Background: an optimization exercise with open tools, aiming at small area, a short achievable clock period and few clock cycles per item. Do not read the settings as production practice. Function was checked by simulation only, so behaviour that the tests miss may differ from the original.

## run A
Design upsample_csc, start of the top module:
module upsample_csc (
    input  logic        clk,
    input  logic        resetn,
    input  logic        start,
    output logic        done,
    input  logic [15:0] sram_read_data,
    output logic [15:0] sram_write_data,
    output logic [17:0] sram_address,
    output logic        sram_we_n
);
Size in the first run: ~2,000 cells after synthesis, ~55 I/O pins, ~24,000 sq um of cells after synthesis.
export LEC_CHECK = 0
export ABC_AREA = 0
export CAP_MARGIN = 20
export CORE_MARGIN = 2
export CORE_UTILIZATION = 55
export CTS_CLUSTER_DIAMETER = 100
export CTS_CLUSTER_SIZE = 28
export PLACE_DENSITY = 0.7
export SLEW_MARGIN = 20
export SYNTH_HIERARCHICAL = 1
export SYNTH_MINIMUM_KEEP_SIZE = 0
create_clock -name core_clock -period 11.0 [get_ports {clk}]
standard.sh (not shown) runs the stock make flow with config.mk's settings and CLKGATE_MAP_FILE= SYNTH_SCRIPT=/design/flow/synth_recipe.tcl, a recipe that flattens the netlist after the stock synthesis.
==> flow/flow/run.sh <==
#!/bin/bash
# Own layout flow: the standard synthesis unchanged, then the standard ORFS steps with
# stronger timing repair (a larger setup margin, all endpoints) and faster port buffers.
# Each step's full output goes to a log file in the work folder.
set -euo pipefail
bash standard.sh synth > synth.log 2>&1
bash standard.sh SETUP_SLACK_MARGIN=7.2 TNS_END_PERCENT=100 \
     BUFFER_PORTS_ARGS="-buffer_cell sky130_fd_sc_hd__buf_4" finish > layout.log 2>&1
Testbench counts of run A, summed over its fixed seeds: cycles 960,175, pixels 384,000.
### run A -> run B
--- a/flow/flow/run.sh
+++ b/flow/flow/run.sh
@@ -5,4 +5,4 @@
 set -euo pipefail
 bash standard.sh synth > synth.log 2>&1
-bash standard.sh SETUP_SLACK_MARGIN=7.2 TNS_END_PERCENT=100 \
+bash standard.sh SETUP_SLACK_MARGIN=7.5 TNS_END_PERCENT=100 \
      BUFFER_PORTS_ARGS="-buffer_cell sky130_fd_sc_hd__buf_4" finish > layout.log 2>&1
--- a/flow/config.mk
+++ b/flow/config.mk
@@ -9,8 +9,6 @@
 export CAP_MARGIN = 20
 export CORE_MARGIN = 2
-export CORE_UTILIZATION = 55
-export CTS_CLUSTER_DIAMETER = 100
-export CTS_CLUSTER_SIZE = 28
-export PLACE_DENSITY = 0.7
+export CORE_UTILIZATION = 40
+export PLACE_DENSITY = 0.6
 export SLEW_MARGIN = 20
 export SYNTH_HIERARCHICAL = 1
==> results.txt <==
In the tables for run B and run A, setup slack reads higher with run B. [run B vs run A] fraction of standard cell area in multi-input logic: lower in run B. Per the comparison of run B with run A, initial cell density of the core saw a decrease; worst-case hold slack saw a decrease; cell area saw an increase.

========
== wip/xenon ==
upsample_csc, a different RTL version from the one above (not shown whole).
Size: roughly 1,800 cells after synthesis, ~370 flip-flops, ~55 I/O pins, ~0.021 mm^2 of cells after synthesis.
export LEC_CHECK = 0
export ABC_AREA = 0
export CAP_MARGIN = 20
export CORE_MARGIN = 2
export CORE_UTILIZATION = 55
export CTS_CLUSTER_DIAMETER = 100
export CTS_CLUSTER_SIZE = 28
export PLACE_DENSITY = 0.7
export SLEW_MARGIN = 20
export SYNTH_HIERARCHICAL = 1
export SYNTH_MINIMUM_KEEP_SIZE = 0
create_clock -name core_clock -period 11.0 [get_ports {clk}]
==> flow/flow/run.sh <==
#!/bin/bash
# Own layout flow: the standard synthesis unchanged, then the standard ORFS steps with
# stronger timing repair (a larger setup margin, all endpoints), faster port buffers and
# clock tree synthesis without dummy balancing loads.
# Each step's full output goes to a log file in the work folder.
set -euo pipefail
bash standard.sh synth > synth.log 2>&1
bash standard.sh SETUP_SLACK_MARGIN=7.5 TNS_END_PERCENT=100 \
     BUFFER_PORTS_ARGS="-buffer_cell sky130_fd_sc_hd__buf_4" \
     CTS_ARGS="-sink_clustering_enable -repair_clock_nets -sink_clustering_size 28 -sink_clustering_max_diameter 100 -dont_use_dummy_load" finish > layout.log 2>&1
Testbench counts of wip/xenon, summed over its fixed seeds: cycles 960,180, pixels 384,000.
#### Input delta (wip/nickel over wip/xenon)
diff --git a/flow/flow/run.sh b/flow/flow/run.sh
--- a/flow/flow/run.sh
+++ b/flow/flow/run.sh
@@ -6,5 +6,5 @@
 set -euo pipefail
 bash standard.sh synth > synth.log 2>&1
-bash standard.sh SETUP_SLACK_MARGIN=7.5 TNS_END_PERCENT=100 \
+bash standard.sh SETUP_SLACK_MARGIN=7.75 TNS_END_PERCENT=100 \
      BUFFER_PORTS_ARGS="-buffer_cell sky130_fd_sc_hd__buf_4" \
      CTS_ARGS="-sink_clustering_enable -repair_clock_nets -sink_clustering_size 28 -sink_clustering_max_diameter 100 -dont_use_dummy_load" finish > layout.log 2>&1
### Flow results
Status | wip/xenon and wip/nickel | clean
In the tables for wip/xenon and wip/nickel, count of non-CTS buffers in the layout reads lower with wip/xenon.
Changes observed in wip/nickel relative to wip/xenon: maximum clock frequency now sits higher; measured slew at the worst slew-check pin now sits lower; routed wire length per instance now sits lower; routed wire length now sits lower; cell row count now sits at about the same level.
From wip/xenon to wip/nickel the numbers moved as follows: routed wire length on met3 shows an increase of about 20%; core utilization shows an increase of 0.51 points; worst slew margin relative to its limit shows an increase of 3.2 points.
Input-level comparison between wip/willow and wip/nickel:
diff --git a/flow/flow/run.sh b/flow/flow/run.sh
--- a/flow/flow/run.sh
+++ b/flow/flow/run.sh
@@ -6,5 +6,5 @@
 set -euo pipefail
 bash standard.sh synth > synth.log 2>&1
-bash standard.sh SETUP_SLACK_MARGIN=7.75 TNS_END_PERCENT=100 \
+bash standard.sh SETUP_SLACK_MARGIN=7.6 TNS_END_PERCENT=100 \
      BUFFER_PORTS_ARGS="-buffer_cell sky130_fd_sc_hd__buf_4" \
      CTS_ARGS="-sink_clustering_enable -repair_clock_nets -sink_clustering_size 28 -sink_clustering_max_diameter 100 -dont_use_dummy_load" finish > layout.log 2>&1
--- outcome ---
wip/willow vs. wip/nickel: timing-limited maximum frequency shrank by 5.5%, required time of the critical path grew by 2.62 ns, number of nets in the layout shrank by 0.62%, final standard cell count with taps included and fillers excluded shrank by about 0.6%. Setup slack at placement delta for wip/willow relative to wip/nickel: 0.045 ns higher. Between wip/nickel and wip/willow, the difference in global-route usage is negligible. The capture point of the worst path comes out sram_we_n in one run and mrb[34] in the other, namely in wip/nickel and wip/willow respectively. The mux contribution to synthesized area on wip/nickel is in line with that on wip/willow. Final area in wip/willow vs wip/nickel: down 0.63%. Synthesis-to-layout area growth sits lower in wip/willow than in wip/nickel.
Input-level comparison between wip/harbor and wip/willow:
diff --git a/flow/flow/run.sh b/flow/flow/run.sh
--- a/flow/flow/run.sh
+++ b/flow/flow/run.sh
@@ -6,5 +6,5 @@
 set -euo pipefail
 bash standard.sh synth > synth.log 2>&1
-bash standard.sh SETUP_SLACK_MARGIN=7.6 TNS_END_PERCENT=100 \
+bash standard.sh SETUP_SLACK_MARGIN=7.9 TNS_END_PERCENT=100 \
      BUFFER_PORTS_ARGS="-buffer_cell sky130_fd_sc_hd__buf_4" \
      CTS_ARGS="-sink_clustering_enable -repair_clock_nets -sink_clustering_size 28 -sink_clustering_max_diameter 100 -dont_use_dummy_load" finish > layout.log 2>&1
Findings:
- wip/harbor against wip/willow: number of standard cells in the final layout excluding fillers grew by about 0.9%; final critical-path required period lower; overall routing resource usage essentially unchanged.
- Status: detailed-route wire length per cell parity (wip/harbor, wip/willow)
- Worst setup path endpoint = mrb[34]: wip/willow; worst setup path endpoint = sram_we_n: wip/harbor
- The count of non-CTS buffers in the layout in wip/harbor sits 22 above the value recorded for wip/willow.
- In wip/harbor, the weighted congestion reported at the end of routability-driven placement came out 1.2% above the value in wip/willow.
- Compared to wip/willow, wip/harbor has post-layout worst setup margin 0.18 ns higher.
- Looking only at post-route fraction of the period consumed by the critical path, and setting everything else aside, the higher value of wip/willow and wip/harbor goes to wip/willow.

[static timing again, ports no longer ideal]
How much do the figures lean on ideal ports? The routed layouts below were timed once more, with nothing changed but the port constraints.
Step 1: set_driving_cell puts a clkbuf_16 on clk and a buf_2 on each other input, an assumption about the parent block.
Step 2 adds t to the input delays and takes it off the output delays; t is the mean of the earliest and latest rising clock arrival at the registers after step 1. Input paths then give back, and output paths get back, about the clock's delay inside the block.
a / b / c = ideal ports / drivers / drivers and shift; a / b = the first two.
run	shift t [ns]	slack for setup (ns)	worst register clock-pin slew, ns
run A	0.611	7.421 / 7.421 / 7.421	0.11 / 0.11
run B	0.645	7.547 / 7.490 / 7.604	0.06 / 0.06
wip/xenon	0.568	7.575 / 7.575 / 7.516	0.11 / 0.11
wip/nickel	0.561	7.741 / 7.686 / 7.729	0.12 / 0.12
wip/willow	0.569	7.552 / 7.552 / 7.514	0.11 / 0.11
wip/harbor	0.557	7.733 / 7.679 / 7.737	0.11 / 0.11
After both steps setup and hold are still met in every run listed. The setup slack of wip/xenon, which loses most, moves by 0.000 ns with the drivers and by -0.059 ns with both steps.
